This is an optimization exercise on Yosys and OpenROAD, whose aim is small area and a short achievable clock period, not a production implementation. In this exercise RTL edits were held to simulation tests only and were not proved equivalent to the original.

==> flow/design.v <==
module fft(
	input wire			clk,
	input wire			rst_n,
	input wire[16:0]	data_i0_R,
	input wire[16:0]	data_i0_I,
	input wire[16:0]	data_i1_R,
	input wire[16:0]	data_i1_I,
	output reg[16:0]	data_o0_R,
	output reg[16:0]	data_o0_I,
	output reg[16:0]	data_o1_R,
	output reg[16:0]	data_o1_I
);
  reg [2:0] ph;
  reg [1:0] fd;
  wire [2:0] pn = ph + 3'd1;
  wire [1:0] fdn = (ph == 3'd7 && fd != 2'd3) ? fd + 2'd1 : fd;
  reg [3:0] oplus, ominus;
  wire vnext = (fdn == 2'd3) || (fdn == 2'd2 && pn[2]);
  always @(posedge clk or negedge rst_n)
    if (!rst_n) begin ph <= 3'd7; fd <= 2'd0; oplus <= 4'd0; ominus <= 4'd0; end
    else begin ph <= pn; fd <= fdn; oplus <= {4{vnext & pn[2]}}; ominus <= {4{vnext & ~pn[2]}}; end
  reg [16:0] XA0_0_R, XA0_0_I;
  reg [16:0] XA1_0_R, XA1_0_I;
  reg [16:0] XA2_0_R, XA2_0_I;
  reg [16:0] PU_0_R, PU_0_I;
  reg [16:0] PV_0_R, PV_0_I;
  reg [16:0] PP_0_R, PP_0_I;
  reg [16:0] R0_0_R, R0_0_I;
  reg [16:0] R1_0_R, R1_0_I;
  reg [16:0] QP_0_R, QP_0_I;
  reg [16:0] QU_0_R, QU_0_I;
  reg [16:0] M0_0_R, M0_0_I;
  reg [16:0] M1_0_R, M1_0_I;
  reg [16:0] M2_0_R, M2_0_I;
  reg [16:0] M3_0_R, M3_0_I;
  reg [16:0] QT_0_x0, QT_0_x1, QT_0_y0, QT_0_y1;
  reg [16:0] XA0_1_R, XA0_1_I;
  reg [16:0] XA1_1_R, XA1_1_I;
  reg [16:0] XA2_1_R, XA2_1_I;
  reg [16:0] PU_1_R, PU_1_I;
  reg [16:0] PV_1_R, PV_1_I;
  reg [16:0] R0_1_R, R0_1_I;
  reg [16:0] R1_1_R, R1_1_I;
  reg [16:0] QP_1_R, QP_1_I;
  reg [16:0] QU_1_R, QU_1_I;
  reg [16:0] HV_1_R, HV_1_I;
  reg [16:0] M0_1_R, M0_1_I;
  reg [16:0] M1_1_R, M1_1_I;
  reg [16:0] M2_1_R, M2_1_I;
  reg [16:0] M3_1_R, M3_1_I;
  reg [16:0] QT_1_x0, QT_1_x1, QT_1_y0, QT_1_y1;
  reg s_w3a;
  reg s_w3b;
  reg s_Ppin0;
  reg s_mP0;
  reg s_mQ0;
  reg s_Ppin1;
  reg s_mP1;
  reg s_mQ1;
  reg s_XA0_0_R_0;
  reg s_XA0_0_R_1;
  reg s_PU_0_R_0;
  reg s_PU_0_R_1;
  reg s_PU_0_R_2;
  reg s_PV_0_R_0;
  reg s_PV_0_R_1;
  reg s_PV_0_R_2;
  reg s_PP_0_R_0;
  reg s_PP_0_R_1;
  reg s_PP_0_R_2;
  reg s_QP_0_R_0;
  reg s_QP_0_R_1;
  reg s_QP_0_R_2;
  reg s_QU_0_R_0;
  reg s_QU_0_R_1;
  reg s_QU_0_R_2;
  reg s_QU_0_R_3;
  reg s_QU_0_R_4;
  reg s_XA0_0_I_0;
  reg s_XA0_0_I_1;
  reg s_PU_0_I_0;
  reg s_PU_0_I_1;
  reg s_PU_0_I_2;
  reg s_PV_0_I_0;
  reg s_PV_0_I_1;
  reg s_PV_0_I_2;
  reg s_PP_0_I_0;
  reg s_PP_0_I_1;
  reg s_PP_0_I_2;
  reg s_QP_0_I_0;
  reg s_QP_0_I_1;
  reg s_QP_0_I_2;
  reg s_QU_0_I_0;
  reg s_QU_0_I_1;
  reg s_QU_0_I_2;
  reg s_QU_0_I_3;
  reg s_QU_0_I_4;
  reg s_QT_0_x0_0;
  reg s_QT_0_x0_1;
  reg s_QT_0_x0_2;
  reg s_QT_0_x0_3;
  reg s_QT_0_x0_4;
  reg s_QT_0_x0_5;
  reg s_QT_0_x1_0;
  reg s_QT_0_x1_1;
  reg s_QT_0_x1_2;
  reg s_QT_0_x1_3;
  reg s_QT_0_x1_4;
  reg s_QT_0_x1_5;
  reg s_QT_0_y0_0;
  reg s_QT_0_y0_1;
  reg s_QT_0_y0_2;
  reg s_QT_0_y0_3;
  reg s_QT_0_y0_4;
  reg s_QT_0_y0_5;
  reg s_QT_0_y0_6;
  reg s_QT_0_y1_0;
  reg s_QT_0_y1_1;
  reg s_QT_0_y1_2;
  reg s_QT_0_y1_3;
  reg s_QT_0_y1_4;
  reg s_QT_0_y1_5;
  reg s_QT_0_y1_6;
  reg s_XA0_1_R_0;
  reg s_XA0_1_R_1;
  reg s_PU_1_R_0;
  reg s_PU_1_R_1;
  reg s_PU_1_R_2;
  reg s_PV_1_R_0;
  reg s_PV_1_R_1;
  reg s_PV_1_R_2;
  reg s_QP_1_R_0;
  reg s_QP_1_R_1;
  reg s_QP_1_R_2;
  reg s_QP_1_R_3;
  reg s_QP_1_R_4;
  reg s_QU_1_R_0;
  reg s_QU_1_R_1;
  reg s_QU_1_R_2;
  reg s_QU_1_R_3;
  reg s_QU_1_R_4;
  reg s_HV_1_R_0;
  reg s_HV_1_R_1;
  reg s_HV_1_R_2;
  reg s_HV_1_R_3;
  reg s_HV_1_R_4;
  reg s_XA0_1_I_0;
  reg s_XA0_1_I_1;
  reg s_PU_1_I_0;
  reg s_PU_1_I_1;
  reg s_PU_1_I_2;
  reg s_PV_1_I_0;
  reg s_PV_1_I_1;
  reg s_PV_1_I_2;
  reg s_QP_1_I_0;
  reg s_QP_1_I_1;
  reg s_QP_1_I_2;
  reg s_QP_1_I_3;
  reg s_QP_1_I_4;
  reg s_QU_1_I_0;
  reg s_QU_1_I_1;
  reg s_QU_1_I_2;
  reg s_QU_1_I_3;
  reg s_QU_1_I_4;
  reg s_HV_1_I_0;
  reg s_HV_1_I_1;
  reg s_HV_1_I_2;
  reg s_HV_1_I_3;
  reg s_HV_1_I_4;
  reg s_QT_1_x0_0;
  reg s_QT_1_x0_1;
  reg s_QT_1_x0_2;
  reg s_QT_1_x0_3;
  reg s_QT_1_x1_0;
  reg s_QT_1_x1_1;
  reg s_QT_1_x1_2;
  reg s_QT_1_x1_3;
  reg s_QT_1_x1_4;
  reg s_QT_1_x1_5;
  reg s_QT_1_y0_0;
  reg s_QT_1_y0_1;
  reg s_QT_1_y0_2;
  reg s_QT_1_y0_3;
  reg s_QT_1_y0_4;
  reg s_QT_1_y1_0;
  reg s_QT_1_y1_1;
  reg s_QT_1_y1_2;
  reg s_QT_1_y1_3;
  reg s_QT_1_y1_4;
  reg s_QT_1_y1_5;
  wire [16:0] h0rs1 = {1'b0, ~QP_0_R[16], QP_0_R[15:1]} ^ {3'b0, ~QP_0_R[16], QP_0_R[15:3]} ^ {4'b0, ~QP_0_R[16], QP_0_R[15:4]};
  wire [16:0] h0rm2 = (({1'b0, ~QP_0_R[16], QP_0_R[15:1]} & {3'b0, ~QP_0_R[16], QP_0_R[15:3]}) | ({1'b0, ~QP_0_R[16], QP_0_R[15:1]} & {4'b0, ~QP_0_R[16], QP_0_R[15:4]}) | ({3'b0, ~QP_0_R[16], QP_0_R[15:3]} & {4'b0, ~QP_0_R[16], QP_0_R[15:4]}));
  wire [16:0] h0rs3 = {6'b0, ~QP_0_R[16], QP_0_R[15:6]} ^ {8'b0, ~QP_0_R[16], QP_0_R[15:8]} ^ 17'd84736;
  wire [16:0] h0rm4 = (({6'b0, ~QP_0_R[16], QP_0_R[15:6]} & {8'b0, ~QP_0_R[16], QP_0_R[15:8]}) | ({6'b0, ~QP_0_R[16], QP_0_R[15:6]} & 17'd84736) | ({8'b0, ~QP_0_R[16], QP_0_R[15:8]} & 17'd84736));
  wire [16:0] h0rs5 = h0rs1 ^ {h0rm2[15:0], 1'b0} ^ h0rs3;
  wire [16:0] h0rm6 = ((h0rs1 & {h0rm2[15:0], 1'b0}) | (h0rs1 & h0rs3) | ({h0rm2[15:0], 1'b0} & h0rs3));
  wire [16:0] h0rs7 = h0rs5 ^ {h0rm6[15:0], 1'b0} ^ {h0rm4[15:0], 1'b0};
  wire [16:0] h0rm8 = ((h0rs5 & {h0rm6[15:0], 1'b0}) | (h0rs5 & {h0rm4[15:0], 1'b0}) | ({h0rm6[15:0], 1'b0} & {h0rm4[15:0], 1'b0}));
  wire [16:0] h0is9 = {1'b0, ~QP_0_I[16], QP_0_I[15:1]} ^ {3'b0, ~QP_0_I[16], QP_0_I[15:3]} ^ {4'b0, ~QP_0_I[16], QP_0_I[15:4]};
  wire [16:0] h0im10 = (({1'b0, ~QP_0_I[16], QP_0_I[15:1]} & {3'b0, ~QP_0_I[16], QP_0_I[15:3]}) | ({1'b0, ~QP_0_I[16], QP_0_I[15:1]} & {4'b0, ~QP_0_I[16], QP_0_I[15:4]}) | ({3'b0, ~QP_0_I[16], QP_0_I[15:3]} & {4'b0, ~QP_0_I[16], QP_0_I[15:4]}));
  wire [16:0] h0is11 = {6'b0, ~QP_0_I[16], QP_0_I[15:6]} ^ {8'b0, ~QP_0_I[16], QP_0_I[15:8]} ^ 17'd84736;
  wire [16:0] h0im12 = (({6'b0, ~QP_0_I[16], QP_0_I[15:6]} & {8'b0, ~QP_0_I[16], QP_0_I[15:8]}) | ({6'b0, ~QP_0_I[16], QP_0_I[15:6]} & 17'd84736) | ({8'b0, ~QP_0_I[16], QP_0_I[15:8]} & 17'd84736));
  wire [16:0] h0is13 = h0is9 ^ {h0im10[15:0], 1'b0} ^ h0is11;
  wire [16:0] h0im14 = ((h0is9 & {h0im10[15:0], 1'b0}) | (h0is9 & h0is11) | ({h0im10[15:0], 1'b0} & h0is11));
  wire [16:0] h0is15 = h0is13 ^ {h0im14[15:0], 1'b0} ^ {h0im12[15:0], 1'b0};
  wire [16:0] h0im16 = ((h0is13 & {h0im14[15:0], 1'b0}) | (h0is13 & {h0im12[15:0], 1'b0}) | ({h0im14[15:0], 1'b0} & {h0im12[15:0], 1'b0}));
  wire [16:0] h0na17 = ~h0rs7;
  wire [16:0] h0nb18 = ~{h0rm8[15:0], 1'b0};
  wire [16:0] h0tras19 = h0rs7 ^ {h0rm8[15:0], 1'b0} ^ h0is15;
  wire [16:0] h0tram20 = ((h0rs7 & {h0rm8[15:0], 1'b0}) | (h0rs7 & h0is15) | ({h0rm8[15:0], 1'b0} & h0is15));
  wire [16:0] h0trbs21 = h0tras19 ^ {h0tram20[15:0], 1'b0} ^ {h0im16[15:0], 1'b0};
  wire [16:0] h0trbm22 = ((h0tras19 & {h0tram20[15:0], 1'b0}) | (h0tras19 & {h0im16[15:0], 1'b0}) | ({h0tram20[15:0], 1'b0} & {h0im16[15:0], 1'b0}));
  wire [16:0] h0tias23 = h0is15 ^ h0na17 ^ h0nb18;
  wire [16:0] h0tiam24 = ((h0is15 & h0na17) | (h0is15 & h0nb18) | (h0na17 & h0nb18));
  wire [16:0] h0tibs25 = h0tias23 ^ {h0tiam24[15:0], 1'b1} ^ ({h0im16[15:0], 1'b0} | 17'd1);
  wire [16:0] h0tibm26 = ((h0tias23 & {h0tiam24[15:0], 1'b1}) | (h0tias23 & ({h0im16[15:0], 1'b0} | 17'd1)) | ({h0tiam24[15:0], 1'b1} & ({h0im16[15:0], 1'b0} | 17'd1)));
  wire [16:0] h1rs27 = {1'b0, ~HV_1_R[16], HV_1_R[15:1]} ^ {3'b0, ~HV_1_R[16], HV_1_R[15:3]} ^ {4'b0, ~HV_1_R[16], HV_1_R[15:4]};
  wire [16:0] h1rm28 = (({1'b0, ~HV_1_R[16], HV_1_R[15:1]} & {3'b0, ~HV_1_R[16], HV_1_R[15:3]}) | ({1'b0, ~HV_1_R[16], HV_1_R[15:1]} & {4'b0, ~HV_1_R[16], HV_1_R[15:4]}) | ({3'b0, ~HV_1_R[16], HV_1_R[15:3]} & {4'b0, ~HV_1_R[16], HV_1_R[15:4]}));
  wire [16:0] h1rs29 = {6'b0, ~HV_1_R[16], HV_1_R[15:6]} ^ {8'b0, ~HV_1_R[16], HV_1_R[15:8]} ^ 17'd84736;
  wire [16:0] h1rm30 = (({6'b0, ~HV_1_R[16], HV_1_R[15:6]} & {8'b0, ~HV_1_R[16], HV_1_R[15:8]}) | ({6'b0, ~HV_1_R[16], HV_1_R[15:6]} & 17'd84736) | ({8'b0, ~HV_1_R[16], HV_1_R[15:8]} & 17'd84736));
  wire [16:0] h1rs31 = h1rs27 ^ {h1rm28[15:0], 1'b0} ^ h1rs29;
  wire [16:0] h1rm32 = ((h1rs27 & {h1rm28[15:0], 1'b0}) | (h1rs27 & h1rs29) | ({h1rm28[15:0], 1'b0} & h1rs29));
  wire [16:0] h1rs33 = h1rs31 ^ {h1rm32[15:0], 1'b0} ^ {h1rm30[15:0], 1'b0};
  wire [16:0] h1rm34 = ((h1rs31 & {h1rm32[15:0], 1'b0}) | (h1rs31 & {h1rm30[15:0], 1'b0}) | ({h1rm32[15:0], 1'b0} & {h1rm30[15:0], 1'b0}));
  wire [16:0] h1is35 = {1'b0, ~HV_1_I[16], HV_1_I[15:1]} ^ {3'b0, ~HV_1_I[16], HV_1_I[15:3]} ^ {4'b0, ~HV_1_I[16], HV_1_I[15:4]};
  wire [16:0] h1im36 = (({1'b0, ~HV_1_I[16], HV_1_I[15:1]} & {3'b0, ~HV_1_I[16], HV_1_I[15:3]}) | ({1'b0, ~HV_1_I[16], HV_1_I[15:1]} & {4'b0, ~HV_1_I[16], HV_1_I[15:4]}) | ({3'b0, ~HV_1_I[16], HV_1_I[15:3]} & {4'b0, ~HV_1_I[16], HV_1_I[15:4]}));
  wire [16:0] h1is37 = {6'b0, ~HV_1_I[16], HV_1_I[15:6]} ^ {8'b0, ~HV_1_I[16], HV_1_I[15:8]} ^ 17'd84736;
  wire [16:0] h1im38 = (({6'b0, ~HV_1_I[16], HV_1_I[15:6]} & {8'b0, ~HV_1_I[16], HV_1_I[15:8]}) | ({6'b0, ~HV_1_I[16], HV_1_I[15:6]} & 17'd84736) | ({8'b0, ~HV_1_I[16], HV_1_I[15:8]} & 17'd84736));
  wire [16:0] h1is39 = h1is35 ^ {h1im36[15:0], 1'b0} ^ h1is37;
  wire [16:0] h1im40 = ((h1is35 & {h1im36[15:0], 1'b0}) | (h1is35 & h1is37) | ({h1im36[15:0], 1'b0} & h1is37));
  wire [16:0] h1is41 = h1is39 ^ {h1im40[15:0], 1'b0} ^ {h1im38[15:0], 1'b0};
  wire [16:0] h1im42 = ((h1is39 & {h1im40[15:0], 1'b0}) | (h1is39 & {h1im38[15:0], 1'b0}) | ({h1im40[15:0], 1'b0} & {h1im38[15:0], 1'b0}));
  wire [16:0] h1na43 = ~h1rs33;
  wire [16:0] h1nb44 = ~{h1rm34[15:0], 1'b0};
  wire [16:0] h1tras45 = h1rs33 ^ {h1rm34[15:0], 1'b0} ^ h1is41;
  wire [16:0] h1tram46 = ((h1rs33 & {h1rm34[15:0], 1'b0}) | (h1rs33 & h1is41) | ({h1rm34[15:0], 1'b0} & h1is41));
  wire [16:0] h1trbs47 = h1tras45 ^ {h1tram46[15:0], 1'b0} ^ {h1im42[15:0], 1'b0};
  wire [16:0] h1trbm48 = ((h1tras45 & {h1tram46[15:0], 1'b0}) | (h1tras45 & {h1im42[15:0], 1'b0}) | ({h1tram46[15:0], 1'b0} & {h1im42[15:0], 1'b0}));
  wire [16:0] h1tias49 = h1is41 ^ h1na43 ^ h1nb44;
  wire [16:0] h1tiam50 = ((h1is41 & h1na43) | (h1is41 & h1nb44) | (h1na43 & h1nb44));
  wire [16:0] h1tibs51 = h1tias49 ^ {h1tiam50[15:0], 1'b1} ^ ({h1im42[15:0], 1'b0} | 17'd1);
  wire [16:0] h1tibm52 = ((h1tias49 & {h1tiam50[15:0], 1'b1}) | (h1tias49 & ({h1im42[15:0], 1'b0} | 17'd1)) | ({h1tiam50[15:0], 1'b1} & ({h1im42[15:0], 1'b0} | 17'd1)));
  wire [16:0] cpR = QP_1_R;
  wire [16:0] spR = QP_1_I;
  wire [16:0] cpI = QP_1_I;
  wire [16:0] spI = QP_1_R;
  wire [16:0] ucrs53 = {1'b0, ~cpR[16], cpR[15:1]} ^ {2'b0, ~cpR[16], cpR[15:2]} ^ {3'b0, ~cpR[16], cpR[15:3]};
  wire [16:0] ucrm54 = (({1'b0, ~cpR[16], cpR[15:1]} & {2'b0, ~cpR[16], cpR[15:2]}) | ({1'b0, ~cpR[16], cpR[15:1]} & {3'b0, ~cpR[16], cpR[15:3]}) | ({2'b0, ~cpR[16], cpR[15:2]} & {3'b0, ~cpR[16], cpR[15:3]}));
  wire [16:0] ucrs55 = {5'b0, ~cpR[16], cpR[15:5]} ^ {6'b0, ~cpR[16], cpR[15:6]} ^ 17'd70656;
  wire [16:0] ucrm56 = (({5'b0, ~cpR[16], cpR[15:5]} & {6'b0, ~cpR[16], cpR[15:6]}) | ({5'b0, ~cpR[16], cpR[15:5]} & 17'd70656) | ({6'b0, ~cpR[16], cpR[15:6]} & 17'd70656));
  wire [16:0] ucrs57 = ucrs53 ^ {ucrm54[15:0], 1'b0} ^ ucrs55;
  wire [16:0] ucrm58 = ((ucrs53 & {ucrm54[15:0], 1'b0}) | (ucrs53 & ucrs55) | ({ucrm54[15:0], 1'b0} & ucrs55));
  wire [16:0] ucrs59 = ucrs57 ^ {ucrm58[15:0], 1'b0} ^ {ucrm56[15:0], 1'b0};
  wire [16:0] ucrm60 = ((ucrs57 & {ucrm58[15:0], 1'b0}) | (ucrs57 & {ucrm56[15:0], 1'b0}) | ({ucrm58[15:0], 1'b0} & {ucrm56[15:0], 1'b0}));
  wire [16:0] usrs61 = {2'b0, ~spR[16], spR[15:2]} ^ {3'b0, ~spR[16], spR[15:3]} ^ {8'b0, ~spR[16], spR[15:8]};
  wire [16:0] usrm62 = (({2'b0, ~spR[16], spR[15:2]} & {3'b0, ~spR[16], spR[15:3]}) | ({2'b0, ~spR[16], spR[15:2]} & {8'b0, ~spR[16], spR[15:8]}) | ({3'b0, ~spR[16], spR[15:3]} & {8'b0, ~spR[16], spR[15:8]}));
  wire [16:0] usrs63 = usrs61 ^ {usrm62[15:0], 1'b0} ^ 17'd106240;
  wire [16:0] usrm64 = ((usrs61 & {usrm62[15:0], 1'b0}) | (usrs61 & 17'd106240) | ({usrm62[15:0], 1'b0} & 17'd106240));
  wire [16:0] utras65 = ucrs59 ^ {ucrm60[15:0], 1'b0} ^ usrs63;
  wire [16:0] utram66 = ((ucrs59 & {ucrm60[15:0], 1'b0}) | (ucrs59 & usrs63) | ({ucrm60[15:0], 1'b0} & usrs63));
  wire [16:0] utrbs67 = utras65 ^ {utram66[15:0], 1'b0} ^ {usrm64[15:0], 1'b0};
  wire [16:0] utrbm68 = ((utras65 & {utram66[15:0], 1'b0}) | (utras65 & {usrm64[15:0], 1'b0}) | ({utram66[15:0], 1'b0} & {usrm64[15:0], 1'b0}));
  wire [16:0] ucis69 = {1'b0, ~cpI[16], cpI[15:1]} ^ {2'b0, ~cpI[16], cpI[15:2]} ^ {3'b0, ~cpI[16], cpI[15:3]};
  wire [16:0] ucim70 = (({1'b0, ~cpI[16], cpI[15:1]} & {2'b0, ~cpI[16], cpI[15:2]}) | ({1'b0, ~cpI[16], cpI[15:1]} & {3'b0, ~cpI[16], cpI[15:3]}) | ({2'b0, ~cpI[16], cpI[15:2]} & {3'b0, ~cpI[16], cpI[15:3]}));
  wire [16:0] ucis71 = {5'b0, ~cpI[16], cpI[15:5]} ^ {6'b0, ~cpI[16], cpI[15:6]} ^ 17'd70656;
  wire [16:0] ucim72 = (({5'b0, ~cpI[16], cpI[15:5]} & {6'b0, ~cpI[16], cpI[15:6]}) | ({5'b0, ~cpI[16], cpI[15:5]} & 17'd70656) | ({6'b0, ~cpI[16], cpI[15:6]} & 17'd70656));
  wire [16:0] ucis73 = ucis69 ^ {ucim70[15:0], 1'b0} ^ ucis71;
  wire [16:0] ucim74 = ((ucis69 & {ucim70[15:0], 1'b0}) | (ucis69 & ucis71) | ({ucim70[15:0], 1'b0} & ucis71));
  wire [16:0] ucis75 = ucis73 ^ {ucim74[15:0], 1'b0} ^ {ucim72[15:0], 1'b0};
  wire [16:0] ucim76 = ((ucis73 & {ucim74[15:0], 1'b0}) | (ucis73 & {ucim72[15:0], 1'b0}) | ({ucim74[15:0], 1'b0} & {ucim72[15:0], 1'b0}));
  wire [16:0] usis77 = {2'b0, ~spI[16], spI[15:2]} ^ {3'b0, ~spI[16], spI[15:3]} ^ {8'b0, ~spI[16], spI[15:8]};
  wire [16:0] usim78 = (({2'b0, ~spI[16], spI[15:2]} & {3'b0, ~spI[16], spI[15:3]}) | ({2'b0, ~spI[16], spI[15:2]} & {8'b0, ~spI[16], spI[15:8]}) | ({3'b0, ~spI[16], spI[15:3]} & {8'b0, ~spI[16], spI[15:8]}));
  wire [16:0] usis79 = usis77 ^ {usim78[15:0], 1'b0} ^ 17'd106240;
  wire [16:0] usim80 = ((usis77 & {usim78[15:0], 1'b0}) | (usis77 & 17'd106240) | ({usim78[15:0], 1'b0} & 17'd106240));
  wire [16:0] uA81 = ucis75 ^ {17{s_w3b}};
  wire [16:0] uB82 = ({ucim76[15:0], 1'b0} ^ {17{s_w3b}}) | 17'd1;
  wire [16:0] uC83 = usis79 ^ {17{~s_w3b}};
  wire [16:0] uD84 = ({usim80[15:0], 1'b0} ^ {17{~s_w3b}}) | 17'd1;
  wire [16:0] utias85 = uA81 ^ uB82 ^ uC83;
  wire [16:0] utiam86 = ((uA81 & uB82) | (uA81 & uC83) | (uB82 & uC83));
  wire [16:0] utibs87 = utias85 ^ {utiam86[15:0], 1'b1} ^ uD84;
  wire [16:0] utibm88 = ((utias85 & {utiam86[15:0], 1'b1}) | (utias85 & uD84) | ({utiam86[15:0], 1'b1} & uD84));
  wire [16:0] vP0_R = s_Ppin0 ? data_i0_R : PV_0_R;
  wire [16:0] vP0_I = s_Ppin0 ? data_i0_I : PV_0_I;
  wire [16:0] plusP0_R = PU_0_R + vP0_R;
  wire [16:0] minusP0_R = PU_0_R - vP0_R;
  wire [17:0] sumP0_I = {PU_0_I, 1'b1} + {vP0_I, s_mP0};
  wire [17:0] difP0_I = {PU_0_I, 1'b1} + {~vP0_I, ~s_mP0};
  wire [16:0] plusP0_I = sumP0_I[17:1];
  wire [16:0] minusP0_I = difP0_I[17:1];
  wire mQc0 = s_mQ0;
  wire [16:0] nQU_0_R = ~QU_0_R;
  wire [16:0] nQU_0_I = ~QU_0_I;
  wire [16:0] nQTx0_0 = ~QT_0_x0, nQTx1_0 = ~QT_0_x1, nQTy0_0 = ~QT_0_y0, nQTy1_0 = ~QT_0_y1;
  wire nmQc0 = ~mQc0;
  wire [16:0] q0prs89 = QU_0_R ^ QT_0_x0 ^ QT_0_x1;
  wire [16:0] q0prm90 = ((QU_0_R & QT_0_x0) | (QU_0_R & QT_0_x1) | (QT_0_x0 & QT_0_x1));
  wire [16:0] q0mrs91 = QU_0_R ^ nQTx0_0 ^ nQTx1_0;
  wire [16:0] q0mrm92 = ((QU_0_R & nQTx0_0) | (QU_0_R & nQTx1_0) | (nQTx0_0 & nQTx1_0));
  wire [16:0] q0pis93 = QU_0_I ^ QT_0_y0 ^ QT_0_y1;
  wire [16:0] q0pim94 = ((QU_0_I & QT_0_y0) | (QU_0_I & QT_0_y1) | (QT_0_y0 & QT_0_y1));
  wire [16:0] q0mis95 = QU_0_I ^ nQTy0_0 ^ nQTy1_0;
  wire [16:0] q0mim96 = ((QU_0_I & nQTy0_0) | (QU_0_I & nQTy1_0) | (nQTy0_0 & nQTy1_0));
  wire [16:0] plusQ0_R = q0prs89 + {q0prm90[15:0], 1'b0};
  wire [17:0] msumR0 = {q0mrs91, 1'b1} + {{q0mrm92[15:0], 1'b1}, 1'b1};
  wire [16:0] minusQ0_R = msumR0[17:1];
  wire [17:0] ysum0_p = {q0pis93, 1'b1} + {{q0pim94[15:0], mQc0}, mQc0};
  wire [17:0] ysum0_m = {q0mis95, 1'b1} + {{q0mim96[15:0], nmQc0}, nmQc0};
  wire [16:0] plusQ0_I = ysum0_p[17:1];
  wire [16:0] minusQ0_I = ysum0_m[17:1];
  wire [16:0] vP1_R = s_Ppin1 ? data_i1_R : PV_1_R;
  wire [16:0] vP1_I = s_Ppin1 ? data_i1_I : PV_1_I;
  wire [16:0] plusP1_R = PU_1_R + vP1_R;
  wire [16:0] minusP1_R = PU_1_R - vP1_R;
  wire [17:0] sumP1_I = {PU_1_I, 1'b1} + {vP1_I, s_mP1};
  wire [17:0] difP1_I = {PU_1_I, 1'b1} + {~vP1_I, ~s_mP1};
  wire [16:0] plusP1_I = sumP1_I[17:1];
  wire [16:0] minusP1_I = difP1_I[17:1];
  wire mQc1 = s_mQ1;
  wire [16:0] nQU_1_R = ~QU_1_R;
  wire [16:0] nQU_1_I = ~QU_1_I;
  wire [16:0] nQTx0_1 = ~QT_1_x0, nQTx1_1 = ~QT_1_x1, nQTy0_1 = ~QT_1_y0, nQTy1_1 = ~QT_1_y1;
  wire nmQc1 = ~mQc1;
  wire [16:0] q1prs97 = QU_1_R ^ QT_1_x0 ^ QT_1_x1;
  wire [16:0] q1prm98 = ((QU_1_R & QT_1_x0) | (QU_1_R & QT_1_x1) | (QT_1_x0 & QT_1_x1));
  wire [16:0] q1mrs99 = QU_1_R ^ nQTx0_1 ^ nQTx1_1;
  wire [16:0] q1mrm100 = ((QU_1_R & nQTx0_1) | (QU_1_R & nQTx1_1) | (nQTx0_1 & nQTx1_1));
  wire [16:0] q1pis101 = QU_1_I ^ QT_1_y0 ^ QT_1_y1;
  wire [16:0] q1pim102 = ((QU_1_I & QT_1_y0) | (QU_1_I & QT_1_y1) | (QT_1_y0 & QT_1_y1));
  wire [16:0] q1mis103 = QU_1_I ^ nQTy0_1 ^ nQTy1_1;
  wire [16:0] q1mim104 = ((QU_1_I & nQTy0_1) | (QU_1_I & nQTy1_1) | (nQTy0_1 & nQTy1_1));
  wire [16:0] plusQ1_R = q1prs97 + {q1prm98[15:0], 1'b0};
  wire [17:0] msumR1 = {q1mrs99, 1'b1} + {{q1mrm100[15:0], 1'b1}, 1'b1};
  wire [16:0] minusQ1_R = msumR1[17:1];
  wire [17:0] ysum1_p = {q1pis101, 1'b1} + {{q1pim102[15:0], mQc1}, mQc1};
  wire [17:0] ysum1_m = {q1mis103, 1'b1} + {{q1mim104[15:0], nmQc1}, nmQc1};
  wire [16:0] plusQ1_I = ysum1_p[17:1];
  wire [16:0] minusQ1_I = ysum1_m[17:1];
  always @(posedge clk) begin
    s_w3a <= (pn == 3'd4) | (pn == 3'd6);
    s_w3b <= (pn == 3'd4) | (pn == 3'd6);
    s_Ppin0 <= (pn == 3'd4) | (pn == 3'd5) | (pn == 3'd6) | (pn == 3'd7);
    s_mP0 <= (pn == 3'd3);
    s_mQ0 <= (pn == 3'd0) | (pn == 3'd1) | (pn == 3'd3) | (pn == 3'd6) | (pn == 3'd7);
    s_Ppin1 <= (pn == 3'd4) | (pn == 3'd5) | (pn == 3'd6) | (pn == 3'd7);
    s_mP1 <= (pn == 3'd3);
    s_mQ1 <= (pn == 3'd0) | (pn == 3'd1) | (pn == 3'd3) | (pn == 3'd6) | (pn == 3'd7);
    s_XA0_0_R_0 <= (pn == 3'd4) | (pn == 3'd5) | (pn == 3'd6) | (pn == 3'd7);
    s_XA0_0_R_1 <= (pn == 3'd0) | (pn == 3'd1) | (pn == 3'd2) | (pn == 3'd3);
    s_PU_0_R_0 <= (pn == 3'd0) | (pn == 3'd3) | (pn == 3'd4) | (pn == 3'd5) | (pn == 3'd6) | (pn == 3'd7);
    s_PU_0_R_1 <= (pn == 3'd1);
    s_PU_0_R_2 <= (pn == 3'd2);
    s_PV_0_R_0 <= (pn == 3'd0) | (pn == 3'd7);
    s_PV_0_R_1 <= (pn == 3'd1);
    s_PV_0_R_2 <= (pn == 3'd2);
    s_PP_0_R_0 <= (pn == 3'd0) | (pn == 3'd1) | (pn == 3'd2) | (pn == 3'd3);
    s_PP_0_R_1 <= (pn == 3'd4) | (pn == 3'd5) | (pn == 3'd6);
    s_PP_0_R_2 <= (pn == 3'd7);
    s_QP_0_R_0 <= (pn == 3'd0) | (pn == 3'd2) | (pn == 3'd3);
    s_QP_0_R_1 <= (pn == 3'd1);
    s_QP_0_R_2 <= (pn == 3'd4) | (pn == 3'd5) | (pn == 3'd6) | (pn == 3'd7);
    s_QU_0_R_0 <= (pn == 3'd7);
    s_QU_0_R_1 <= (pn == 3'd0);
    s_QU_0_R_2 <= (pn == 3'd1);
    s_QU_0_R_3 <= (pn == 3'd2);
    s_QU_0_R_4 <= (pn == 3'd3) | (pn == 3'd4) | (pn == 3'd5) | (pn == 3'd6);
    s_XA0_0_I_0 <= (pn == 3'd4) | (pn == 3'd5) | (pn == 3'd6) | (pn == 3'd7);
    s_XA0_0_I_1 <= (pn == 3'd0) | (pn == 3'd1) | (pn == 3'd2) | (pn == 3'd3);
    s_PU_0_I_0 <= (pn == 3'd0) | (pn == 3'd3) | (pn == 3'd4) | (pn == 3'd5) | (pn == 3'd6) | (pn == 3'd7);
    s_PU_0_I_1 <= (pn == 3'd1);
    s_PU_0_I_2 <= (pn == 3'd2);
    s_PV_0_I_0 <= (pn == 3'd0) | (pn == 3'd7);
    s_PV_0_I_1 <= (pn == 3'd1);
    s_PV_0_I_2 <= (pn == 3'd2);
    s_PP_0_I_0 <= (pn == 3'd0) | (pn == 3'd1) | (pn == 3'd2) | (pn == 3'd3);
    s_PP_0_I_1 <= (pn == 3'd4) | (pn == 3'd5) | (pn == 3'd6);
    s_PP_0_I_2 <= (pn == 3'd7);
    s_QP_0_I_0 <= (pn == 3'd0) | (pn == 3'd2) | (pn == 3'd3);
    s_QP_0_I_1 <= (pn == 3'd1);
    s_QP_0_I_2 <= (pn == 3'd4) | (pn == 3'd5) | (pn == 3'd6) | (pn == 3'd7);
    s_QU_0_I_0 <= (pn == 3'd7);
    s_QU_0_I_1 <= (pn == 3'd0);
    s_QU_0_I_2 <= (pn == 3'd1);
    s_QU_0_I_3 <= (pn == 3'd2);
    s_QU_0_I_4 <= (pn == 3'd3) | (pn == 3'd4) | (pn == 3'd5) | (pn == 3'd6);
    s_QT_0_x0_0 <= (pn == 3'd1);
    s_QT_0_x0_1 <= (pn == 3'd2);
    s_QT_0_x0_2 <= (pn == 3'd3);
    s_QT_0_x0_3 <= (pn == 3'd4);
    s_QT_0_x0_4 <= (pn == 3'd5);
    s_QT_0_x0_5 <= (pn == 3'd6);
    s_QT_0_x1_0 <= (pn == 3'd7);
    s_QT_0_x1_1 <= (pn == 3'd0);
    s_QT_0_x1_2 <= (pn == 3'd1);
    s_QT_0_x1_3 <= (pn == 3'd2);
    s_QT_0_x1_4 <= (pn == 3'd4);
    s_QT_0_x1_5 <= (pn == 3'd6);
    s_QT_0_y0_0 <= (pn == 3'd1);
    s_QT_0_y0_1 <= (pn == 3'd2);
    s_QT_0_y0_2 <= (pn == 3'd3);
    s_QT_0_y0_3 <= (pn == 3'd4);
    s_QT_0_y0_4 <= (pn == 3'd5);
    s_QT_0_y0_5 <= (pn == 3'd6);
    s_QT_0_y0_6 <= (pn == 3'd0) | (pn == 3'd7);
    s_QT_0_y1_0 <= (pn == 3'd7);
    s_QT_0_y1_1 <= (pn == 3'd0);
    s_QT_0_y1_2 <= (pn == 3'd1);
    s_QT_0_y1_3 <= (pn == 3'd2);
    s_QT_0_y1_4 <= (pn == 3'd4);
    s_QT_0_y1_5 <= (pn == 3'd6);
    s_QT_0_y1_6 <= (pn == 3'd5);
    s_XA0_1_R_0 <= (pn == 3'd4) | (pn == 3'd5) | (pn == 3'd6) | (pn == 3'd7);
    s_XA0_1_R_1 <= (pn == 3'd0) | (pn == 3'd1) | (pn == 3'd2) | (pn == 3'd3);
    s_PU_1_R_0 <= (pn == 3'd0) | (pn == 3'd3) | (pn == 3'd4) | (pn == 3'd5) | (pn == 3'd6) | (pn == 3'd7);
    s_PU_1_R_1 <= (pn == 3'd1);
    s_PU_1_R_2 <= (pn == 3'd2);
    s_PV_1_R_0 <= (pn == 3'd0) | (pn == 3'd7);
    s_PV_1_R_1 <= (pn == 3'd1);
    s_PV_1_R_2 <= (pn == 3'd2);
    s_QP_1_R_0 <= (pn == 3'd0);
    s_QP_1_R_1 <= (pn == 3'd2);
    s_QP_1_R_2 <= (pn == 3'd3);
    s_QP_1_R_3 <= (pn == 3'd4);
    s_QP_1_R_4 <= (pn == 3'd5);
    s_QU_1_R_0 <= (pn == 3'd7);
    s_QU_1_R_1 <= (pn == 3'd0);
    s_QU_1_R_2 <= (pn == 3'd1);
    s_QU_1_R_3 <= (pn == 3'd2);
    s_QU_1_R_4 <= (pn == 3'd3) | (pn == 3'd4) | (pn == 3'd5) | (pn == 3'd6);
    s_HV_1_R_0 <= (pn == 3'd0);
    s_HV_1_R_1 <= (pn == 3'd1);
    s_HV_1_R_2 <= (pn == 3'd2) | (pn == 3'd3);
    s_HV_1_R_3 <= (pn == 3'd4) | (pn == 3'd5) | (pn == 3'd6);
    s_HV_1_R_4 <= (pn == 3'd7);
    s_XA0_1_I_0 <= (pn == 3'd4) | (pn == 3'd5) | (pn == 3'd6) | (pn == 3'd7);
    s_XA0_1_I_1 <= (pn == 3'd0) | (pn == 3'd1) | (pn == 3'd2) | (pn == 3'd3);
    s_PU_1_I_0 <= (pn == 3'd0) | (pn == 3'd3) | (pn == 3'd4) | (pn == 3'd5) | (pn == 3'd6) | (pn == 3'd7);
    s_PU_1_I_1 <= (pn == 3'd1);
    s_PU_1_I_2 <= (pn == 3'd2);
    s_PV_1_I_0 <= (pn == 3'd0) | (pn == 3'd7);
    s_PV_1_I_1 <= (pn == 3'd1);
    s_PV_1_I_2 <= (pn == 3'd2);
    s_QP_1_I_0 <= (pn == 3'd0);
    s_QP_1_I_1 <= (pn == 3'd2);
    s_QP_1_I_2 <= (pn == 3'd3);
    s_QP_1_I_3 <= (pn == 3'd4);
    s_QP_1_I_4 <= (pn == 3'd5);
    s_QU_1_I_0 <= (pn == 3'd7);
    s_QU_1_I_1 <= (pn == 3'd0);
    s_QU_1_I_2 <= (pn == 3'd1);
    s_QU_1_I_3 <= (pn == 3'd2);
    s_QU_1_I_4 <= (pn == 3'd3) | (pn == 3'd4) | (pn == 3'd5) | (pn == 3'd6);
    s_HV_1_I_0 <= (pn == 3'd0);
    s_HV_1_I_1 <= (pn == 3'd1);
    s_HV_1_I_2 <= (pn == 3'd2) | (pn == 3'd3);
    s_HV_1_I_3 <= (pn == 3'd4) | (pn == 3'd5) | (pn == 3'd6);
    s_HV_1_I_4 <= (pn == 3'd7);
    s_QT_1_x0_0 <= (pn == 3'd1);
    s_QT_1_x0_1 <= (pn == 3'd2);
    s_QT_1_x0_2 <= (pn == 3'd3) | (pn == 3'd4);
    s_QT_1_x0_3 <= (pn == 3'd5) | (pn == 3'd6);
    s_QT_1_x1_0 <= (pn == 3'd7);
    s_QT_1_x1_1 <= (pn == 3'd0);
    s_QT_1_x1_2 <= (pn == 3'd1);
    s_QT_1_x1_3 <= (pn == 3'd2);
    s_QT_1_x1_4 <= (pn == 3'd3) | (pn == 3'd4);
    s_QT_1_x1_5 <= (pn == 3'd5) | (pn == 3'd6);
    s_QT_1_y0_0 <= (pn == 3'd1);
    s_QT_1_y0_1 <= (pn == 3'd2);
    s_QT_1_y0_2 <= (pn == 3'd3) | (pn == 3'd4);
    s_QT_1_y0_3 <= (pn == 3'd5) | (pn == 3'd6);
    s_QT_1_y0_4 <= (pn == 3'd0) | (pn == 3'd7);
    s_QT_1_y1_0 <= (pn == 3'd7);
    s_QT_1_y1_1 <= (pn == 3'd0);
    s_QT_1_y1_2 <= (pn == 3'd1);
    s_QT_1_y1_3 <= (pn == 3'd2);
    s_QT_1_y1_4 <= (pn == 3'd3) | (pn == 3'd4);
    s_QT_1_y1_5 <= (pn == 3'd5) | (pn == 3'd6);
    XA0_0_R <= ({17{s_XA0_0_R_0}} & plusP0_R) | ({17{s_XA0_0_R_1}} & data_i0_R);
    XA1_0_R <= XA0_0_R; XA2_0_R <= XA1_0_R;
    PU_0_R <= ({17{s_PU_0_R_0}} & XA2_0_R) | ({17{s_PU_0_R_1}} & PP_0_R) | ({17{s_PU_0_R_2}} & R1_0_R);
    PV_0_R <= ({17{s_PV_0_R_0}} & XA0_0_R) | ({17{s_PV_0_R_1}} & plusP0_R) | ({17{s_PV_0_R_2}} & R0_0_I);
    PP_0_R <= ({17{s_PP_0_R_0}} & plusP0_R) | ({17{s_PP_0_R_1}} & R1_0_R) | ({17{s_PP_0_R_2}} & PP_0_R);
    R0_0_R <= minusP0_R; R1_0_R <= R0_0_R;
    QP_0_R <= ({17{s_QP_0_R_0}} & plusQ0_R) | ({17{s_QP_0_R_1}} & M0_0_R) | ({17{s_QP_0_R_2}} & M1_0_R);
    QU_0_R <= ({17{s_QU_0_R_0}} & R1_0_R) | ({17{s_QU_0_R_1}} & PP_0_R) | ({17{s_QU_0_R_2}} & plusQ0_R) | ({17{s_QU_0_R_3}} & M0_0_R) | ({17{s_QU_0_R_4}} & PP_0_R);
    M0_0_R <= minusQ0_R; M1_0_R <= M0_0_R; M2_0_R <= M1_0_R; M3_0_R <= M2_0_R;
    XA0_0_I <= ({17{s_XA0_0_I_0}} & plusP0_I) | ({17{s_XA0_0_I_1}} & data_i0_I);
    XA1_0_I <= XA0_0_I; XA2_0_I <= XA1_0_I;
    PU_0_I <= ({17{s_PU_0_I_0}} & XA2_0_I) | ({17{s_PU_0_I_1}} & PP_0_I) | ({17{s_PU_0_I_2}} & R1_0_I);
    PV_0_I <= ({17{s_PV_0_I_0}} & XA0_0_I) | ({17{s_PV_0_I_1}} & plusP0_I) | ({17{s_PV_0_I_2}} & (~R0_0_R));
    PP_0_I <= ({17{s_PP_0_I_0}} & plusP0_I) | ({17{s_PP_0_I_1}} & R1_0_I) | ({17{s_PP_0_I_2}} & PP_0_I);
    R0_0_I <= minusP0_I; R1_0_I <= R0_0_I;
    QP_0_I <= ({17{s_QP_0_I_0}} & plusQ0_I) | ({17{s_QP_0_I_1}} & M0_0_I) | ({17{s_QP_0_I_2}} & M1_0_I);
    QU_0_I <= ({17{s_QU_0_I_0}} & R1_0_I) | ({17{s_QU_0_I_1}} & PP_0_I) | ({17{s_QU_0_I_2}} & plusQ0_I) | ({17{s_QU_0_I_3}} & M0_0_I) | ({17{s_QU_0_I_4}} & PP_0_I);
    M0_0_I <= minusQ0_I; M1_0_I <= M0_0_I; M2_0_I <= M1_0_I; M3_0_I <= M2_0_I;
    QT_0_x0 <= ({17{s_QT_0_x0_0}} & h0trbs21) | ({17{s_QT_0_x0_1}} & h0tibs25) | ({17{s_QT_0_x0_2}} & HV_1_R) | ({17{s_QT_0_x0_3}} & h1trbs47) | ({17{s_QT_0_x0_4}} & HV_1_I) | ({17{s_QT_0_x0_5}} & h1tibs51);
    QT_0_x1 <= ({17{s_QT_0_x1_0}} & minusP0_I) | ({17{s_QT_0_x1_1}} & R1_0_I) | ({17{s_QT_0_x1_2}} & {h0trbm22[15:0], 1'b0}) | ({17{s_QT_0_x1_3}} & {h0tibm26[15:0], 1'b0}) | ({17{s_QT_0_x1_4}} & {h1trbm48[15:0], 1'b0}) | ({17{s_QT_0_x1_5}} & {h1tibm52[15:0], 1'b0});
    QT_0_y0 <= ({17{s_QT_0_y0_0}} & h0tibs25) | ({17{s_QT_0_y0_1}} & (~h0trbs21)) | ({17{s_QT_0_y0_2}} & HV_1_I) | ({17{s_QT_0_y0_3}} & h1tibs51) | ({17{s_QT_0_y0_4}} & (~HV_1_R)) | ({17{s_QT_0_y0_5}} & (~h1trbs47)) | ({17{s_QT_0_y0_6}} & 17'h1ffff);
    QT_0_y1 <= ({17{s_QT_0_y1_0}} & (~minusP0_R)) | ({17{s_QT_0_y1_1}} & (~R1_0_R)) | ({17{s_QT_0_y1_2}} & {h0tibm26[15:0], 1'b0}) | ({17{s_QT_0_y1_3}} & (~{h0trbm22[15:0], 1'b0})) | ({17{s_QT_0_y1_4}} & {h1tibm52[15:0], 1'b0}) | ({17{s_QT_0_y1_5}} & (~{h1trbm48[15:0], 1'b0})) | ({17{s_QT_0_y1_6}} & 17'h1ffff);
    XA0_1_R <= ({17{s_XA0_1_R_0}} & plusP1_R) | ({17{s_XA0_1_R_1}} & data_i1_R);
    XA1_1_R <= XA0_1_R; XA2_1_R <= XA1_1_R;
    PU_1_R <= ({17{s_PU_1_R_0}} & XA2_1_R) | ({17{s_PU_1_R_1}} & QP_1_R) | ({17{s_PU_1_R_2}} & R1_1_R);
    PV_1_R <= ({17{s_PV_1_R_0}} & XA0_1_R) | ({17{s_PV_1_R_1}} & plusP1_R) | ({17{s_PV_1_R_2}} & R0_1_I);
    R0_1_R <= minusP1_R; R1_1_R <= R0_1_R;
    QP_1_R <= ({17{s_QP_1_R_0}} & plusP1_R) | ({17{s_QP_1_R_1}} & plusQ1_R) | ({17{s_QP_1_R_2}} & plusQ1_I) | ({17{s_QP_1_R_3}} & M1_1_R) | ({17{s_QP_1_R_4}} & M1_1_I);
    QU_1_R <= ({17{s_QU_1_R_0}} & R1_1_R) | ({17{s_QU_1_R_1}} & HV_1_R) | ({17{s_QU_1_R_2}} & plusQ1_R) | ({17{s_QU_1_R_3}} & M0_1_R) | ({17{s_QU_1_R_4}} & QP_0_R);
    HV_1_R <= ({17{s_HV_1_R_0}} & plusQ1_R) | ({17{s_HV_1_R_1}} & M0_1_R) | ({17{s_HV_1_R_2}} & plusP1_R) | ({17{s_HV_1_R_3}} & R1_1_R) | ({17{s_HV_1_R_4}} & HV_1_R);
    M0_1_R <= minusQ1_R; M1_1_R <= M0_1_R; M2_1_R <= M1_1_R; M3_1_R <= M2_1_R;
    XA0_1_I <= ({17{s_XA0_1_I_0}} & plusP1_I) | ({17{s_XA0_1_I_1}} & data_i1_I);
    XA1_1_I <= XA0_1_I; XA2_1_I <= XA1_1_I;
    PU_1_I <= ({17{s_PU_1_I_0}} & XA2_1_I) | ({17{s_PU_1_I_1}} & QP_1_I) | ({17{s_PU_1_I_2}} & R1_1_I);
    PV_1_I <= ({17{s_PV_1_I_0}} & XA0_1_I) | ({17{s_PV_1_I_1}} & plusP1_I) | ({17{s_PV_1_I_2}} & (~R0_1_R));
    R0_1_I <= minusP1_I; R1_1_I <= R0_1_I;
    QP_1_I <= ({17{s_QP_1_I_0}} & plusP1_I) | ({17{s_QP_1_I_1}} & plusQ1_I) | ({17{s_QP_1_I_2}} & plusQ1_R) | ({17{s_QP_1_I_3}} & M1_1_I) | ({17{s_QP_1_I_4}} & M1_1_R);
    QU_1_I <= ({17{s_QU_1_I_0}} & R1_1_I) | ({17{s_QU_1_I_1}} & HV_1_I) | ({17{s_QU_1_I_2}} & plusQ1_I) | ({17{s_QU_1_I_3}} & M0_1_I) | ({17{s_QU_1_I_4}} & QP_0_I);
    HV_1_I <= ({17{s_HV_1_I_0}} & plusQ1_I) | ({17{s_HV_1_I_1}} & M0_1_I) | ({17{s_HV_1_I_2}} & plusP1_I) | ({17{s_HV_1_I_3}} & R1_1_I) | ({17{s_HV_1_I_4}} & HV_1_I);
    M0_1_I <= minusQ1_I; M1_1_I <= M0_1_I; M2_1_I <= M1_1_I; M3_1_I <= M2_1_I;
    QT_1_x0 <= ({17{s_QT_1_x0_0}} & h1trbs47) | ({17{s_QT_1_x0_1}} & h1tibs51) | ({17{s_QT_1_x0_2}} & utrbs67) | ({17{s_QT_1_x0_3}} & utibs87);
    QT_1_x1 <= ({17{s_QT_1_x1_0}} & minusP1_I) | ({17{s_QT_1_x1_1}} & R1_1_I) | ({17{s_QT_1_x1_2}} & {h1trbm48[15:0], 1'b0}) | ({17{s_QT_1_x1_3}} & {h1tibm52[15:0], 1'b0}) | ({17{s_QT_1_x1_4}} & {utrbm68[15:0], 1'b0}) | ({17{s_QT_1_x1_5}} & {utibm88[15:0], 1'b0});
    QT_1_y0 <= ({17{s_QT_1_y0_0}} & h1tibs51) | ({17{s_QT_1_y0_1}} & (~h1trbs47)) | ({17{s_QT_1_y0_2}} & utibs87) | ({17{s_QT_1_y0_3}} & (~utrbs67)) | ({17{s_QT_1_y0_4}} & 17'h1ffff);
    QT_1_y1 <= ({17{s_QT_1_y1_0}} & (~minusP1_R)) | ({17{s_QT_1_y1_1}} & (~R1_1_R)) | ({17{s_QT_1_y1_2}} & {h1tibm52[15:0], 1'b0}) | ({17{s_QT_1_y1_3}} & (~{h1trbm48[15:0], 1'b0})) | ({17{s_QT_1_y1_4}} & {utibm88[15:0], 1'b0}) | ({17{s_QT_1_y1_5}} & (~{utrbm68[15:0], 1'b0}));
  end
  always @(posedge clk) begin
    data_o0_R <= ({17{oplus[0]}} & plusQ0_R) | ({17{ominus[0]}} & M3_0_R);
    data_o0_I <= ({17{oplus[1]}} & plusQ0_I) | ({17{ominus[1]}} & M3_0_I);
    data_o1_R <= ({17{oplus[2]}} & plusQ1_R) | ({17{ominus[2]}} & M3_1_R);
    data_o1_I <= ({17{oplus[3]}} & plusQ1_I) | ({17{ominus[3]}} & M3_1_I);
  end
endmodule
==> flow/run.sh <==
#!/bin/bash
# synth_recipe.tcl (not shown) runs the flow's synth.tcl, then flattens the netlist and writes it again
# the make line also repeats each setting of config.mk as NAME=value (left out here)
make -C /OpenROAD-flow-scripts/flow DESIGN_CONFIG=/design/flow/config.mk WORK_HOME=/design/flow/orfs CLKGATE_MAP_FILE= SYNTH_SCRIPT=/design/flow/synth_recipe.tcl finish
==> flow/config.mk <==
export PLATFORM = sky130hd
export DESIGN_NAME = fft
export DESIGN_NICKNAME = fft
export VERILOG_FILES = /design/flow/design.v
export SDC_FILE = /design/flow/constraint.sdc
export NUM_CORES = 8
export LEC_CHECK = 0
export CAP_MARGIN = 20
export CORE_MARGIN = 2
export CORE_UTILIZATION = 50
export CTS_CLUSTER_DIAMETER = 100
export CTS_CLUSTER_SIZE = 20
export SETUP_SLACK_MARGIN = 3.65
export SLEW_MARGIN = 20
==> flow/constraint.sdc <==
create_clock -name core_clock -period 7.5 [get_ports {clk}]
set_input_delay 1.5000 -clock core_clock [delete_from_list [all_inputs] [get_ports {clk}]]
set_output_delay 1.5000 -clock core_clock [all_outputs]
set_load 0.01 [all_outputs]
==> impl_results.md <==
- Status: finished clean
- Yosys top cell by area: dfxtp_1
- Filler instances: 11,206
- GRT Residual Overflow: 0
- Kind of critical path: register to register
- Final ANT Viol Nets: 0
- Register Area: 24,000 um2
- Initial core utilization: 0.504
- Hpwl dp: 187,000 um
- TritonCTS Sinks: 1,183
- Most frequent cells in the layout: dfxtp_1 (1,090), inv_1 (951), fa_1 (447), ha_1 (422), nand2_1 (389)
- Place WS: 2.45 ns
- First drt pass iteration count: 13
- Final worst-path cycle share: 0.550
- Tmin final: 4.12 ns
- Post-layout nets: 7,561
- Core ar.: 128,000 um2
- Synth warnings: 1
- Post-synth EDFFs: 0
- Port bufs: 137
- Die Area: 131,000 um2
- Synth Cell Area: 64,200 um2
- Setup Skew: 0.0527 ns
- RSZ-0062 raised after global routing: true
- Setup TNS: 0 ns
- Multi-input gate area: 37,200 um2
- DRC: 0
- Clock Path Buffers: 3
- Top cell type's share of synthesized area: 0.367
- Largest net degree at the start of global routing: 141
- Inserted Clock Buffers: 71
- # Max-Cap Violations: 0
- Routed len/inst: 30.7 um
- H-Tree Depth: 3
- Antenna violations before repair: 18
- First-pass GRT wire length: 356,000 um
- Slew Limit Fails: 0
- Worst Setup End Kind: register
- Reg clk slew, reported paths: 0.09 ns
- Hold Crit Class: register to register
- Fin worst setup slack: 3.38 ns
- Critical Path Start Type: register
- Seq cells post-synth: 1,183
- Area contributors post-synth: dfxtp_1 (37%), fa_1 (16%), ha_1 (8.6%)
- Share of cells above drive strength 1: 0.120
- Vias: 51,496
- Sequential fraction of the synthesis area: 0.369
- Rel. slew slack: 0.143
- Synth Flop Type: dfxtp_1
- Clock latency (worst-skew pair): 0.73 ns
- Cells after Synth: 6,398
- Syn Nets: 7,419
- RePlAce Congestion: 0.997
- Final Hold Fails: 0
- Root buffer cell: clkbuf_16
- P&R area growth vs syn: 13.0%
- Placement-stage cell area: 67,200 um2
- Critical Path Fanout Max: 4
- Die H: 362 um
- WL final: 252,000 um
- Slew @ Worst Pin: 1.28 ns
- Worst Path Required: 8.11 ns
- Std-Cell Rows: 131
- Post-Syn Area per Cell: 10.0 um2
- Die Width: 362 um
- I/O pins: 138
- Fin util: 0.569
- Endpoints failing setup: 0
- Critical Path AT: 4.74 ns
- Post-synth ARST share: 0.00592
- GRT Overall Usage: 0.378
- CTS tree: done
- Vias in the first global route: 48,821
- Drt via density: 6.26
- Commonest non-fill, non-tap cell in the layout: dfxtp_1
- Starting DRC count in detailed routing: 7,900
- Yosys cell types: 88
- F_max: 243 MHz
- Final instance area: 72,600 um2
[cell usage after synthesis (10+ instances only)]
| cell | n |
|---|---|
| dfxtp_1 | 1176 |
| inv_1 | 1008 |
| fa_1 | 509 |
| ha_1 | 442 |
| nand2_1 | 393 |
| a222oi_1 | 261 |
| clkbuf_1 | 249 |
| xnor2_1 | 231 |
| nor2_1 | 212 |
| a21oi_1 | 204 |
| o21ai_0 | 196 |
| a22oi_1 | 179 |
| nand3_1 | 131 |
| a22o_1 | 129 |
| xor2_1 | 105 |
| mux2i_1 | 78 |
| o22ai_1 | 72 |
| nor3_1 | 69 |
| a21o_1 | 57 |
| buf_1 | 56 |
| o21bai_1 | 46 |
| o211ai_1 | 45 |
| or3_1 | 42 |
| nor2b_1 | 38 |
| a221o_1 | 36 |
| nand2b_1 | 34 |
| o21a_1 | 34 |
| a31oi_1 | 29 |
| o221ai_1 | 29 |
| a211oi_1 | 26 |
| and3_1 | 25 |
| a221oi_1 | 24 |
| o31ai_1 | 19 |
| nor4_1 | 17 |
| o2111ai_1 | 15 |
| nand4_1 | 13 |
| or2_2 | 13 |
| a2bb2oi_1 | 12 |
| a211o_1 | 10 |
[through the flow]
stage,cells,hold WS [ns]
6_report,8226,0.316
5_1_grt,8221,0.324
4_1_cts,8152,0.314
3_5_place_dp,7961,0.312
3_3_place_gp,7961,0.310
2_1_floorplan,6398,0.310
[cell families after synthesis]
group | share of synthesized area
AOI/OAI and AO/OA | 0.176
xor gates and xnor gates | 0.0458
DFF | 0.369
adders and majority gates | 0.246
buffers and inverters | 0.0773
and+or+nand+nor | 0.0731
muxes | 0.0127
[layout make-up]
cell class | count | area share
tap | 1662 | 0.0287
inverter | 1011 | 0.0529
multi-input combinational | 3896 | 0.512
clock inverter | 12 | 0.00205
timing repair buffer | 377 | 0.0484
sequential | 1183 | 0.330
clock buffer | 79 | 0.0252
antenna | 6 | 0.000207
[worst max-delay path, stage by stage (launching register included)]
cell	delay, ns
dfxtp_4	0.40
fa_1	0.56
inv_2	0.04
fa_2	0.48
fa_1	0.56
inv_2	0.05
fa_1	0.52
inv_2	0.05
fa_2	0.44
buf_6	0.13
buf_6	0.10
buf_6	0.12
nand2_4	0.06
o21ai_2	0.06
or3_4	0.42
[per-layer routing]
metal	GRT usage	vias to the layer above	wire, um
met4	0.169	6	12500
li1	-	22186	-
met3	0.0950	465	30700
met5	0	-	41
met1	0.551	25827	107000
met2	0.526	3012	102000
[worst paths after layout]
check                            from    endpoint  slack, ns  cells past startpoint
min in group asynchronous       rst_n       fd[1]       1.02                      1
max                        HV_1_I[11]  QT_1_y0[8]       3.38                     14
max reg2reg                HV_1_I[11]  QT_1_y0[8]       3.38                     14
min reg2reg                M2_0_I[16]  M3_0_I[16]       0.32                      0
min                        M2_0_I[16]  M3_0_I[16]       0.32                      0
max in group asynchronous       rst_n       ph[0]       6.20                      1
[timing repair]
action	CTS	global route
gates resized for setup	308	257
endpoints found under the setup margin	217	194
buffers inserted	100	68
pin swaps	84	165
hold buffers	0	0

==> port drivers added, routing unchanged <==
How much do the figures lean on ideal ports? The routed layout below was timed once more, with nothing changed but the port constraints. Step 1 (the two cells are an assumption about what drives the block):
set clk [get_ports {clk}]
set_driving_cell -lib_cell sky130_fd_sc_hd__clkbuf_16 $clk
set_driving_cell -lib_cell sky130_fd_sc_hd__buf_2 [delete_from_list [all_inputs] $clk]
Step 2, shift: input delay + t, output delay - t, t = (earliest + latest rising clock arrival at the registers) / 2. This alone moves slack from input paths to output paths. Slacks: ideal / step 1 / step 2; pairs: ideal / step 1.
t, ns: 0.788
setup slack, ns: 3.378 / 3.378 / 2.975
worst register clock-pin slew, ns: 0.10 / 0.10
After both steps setup and hold are still met in this run. The setup slack of this run moves by 0.000 ns with the drivers and by -0.403 ns with both steps.
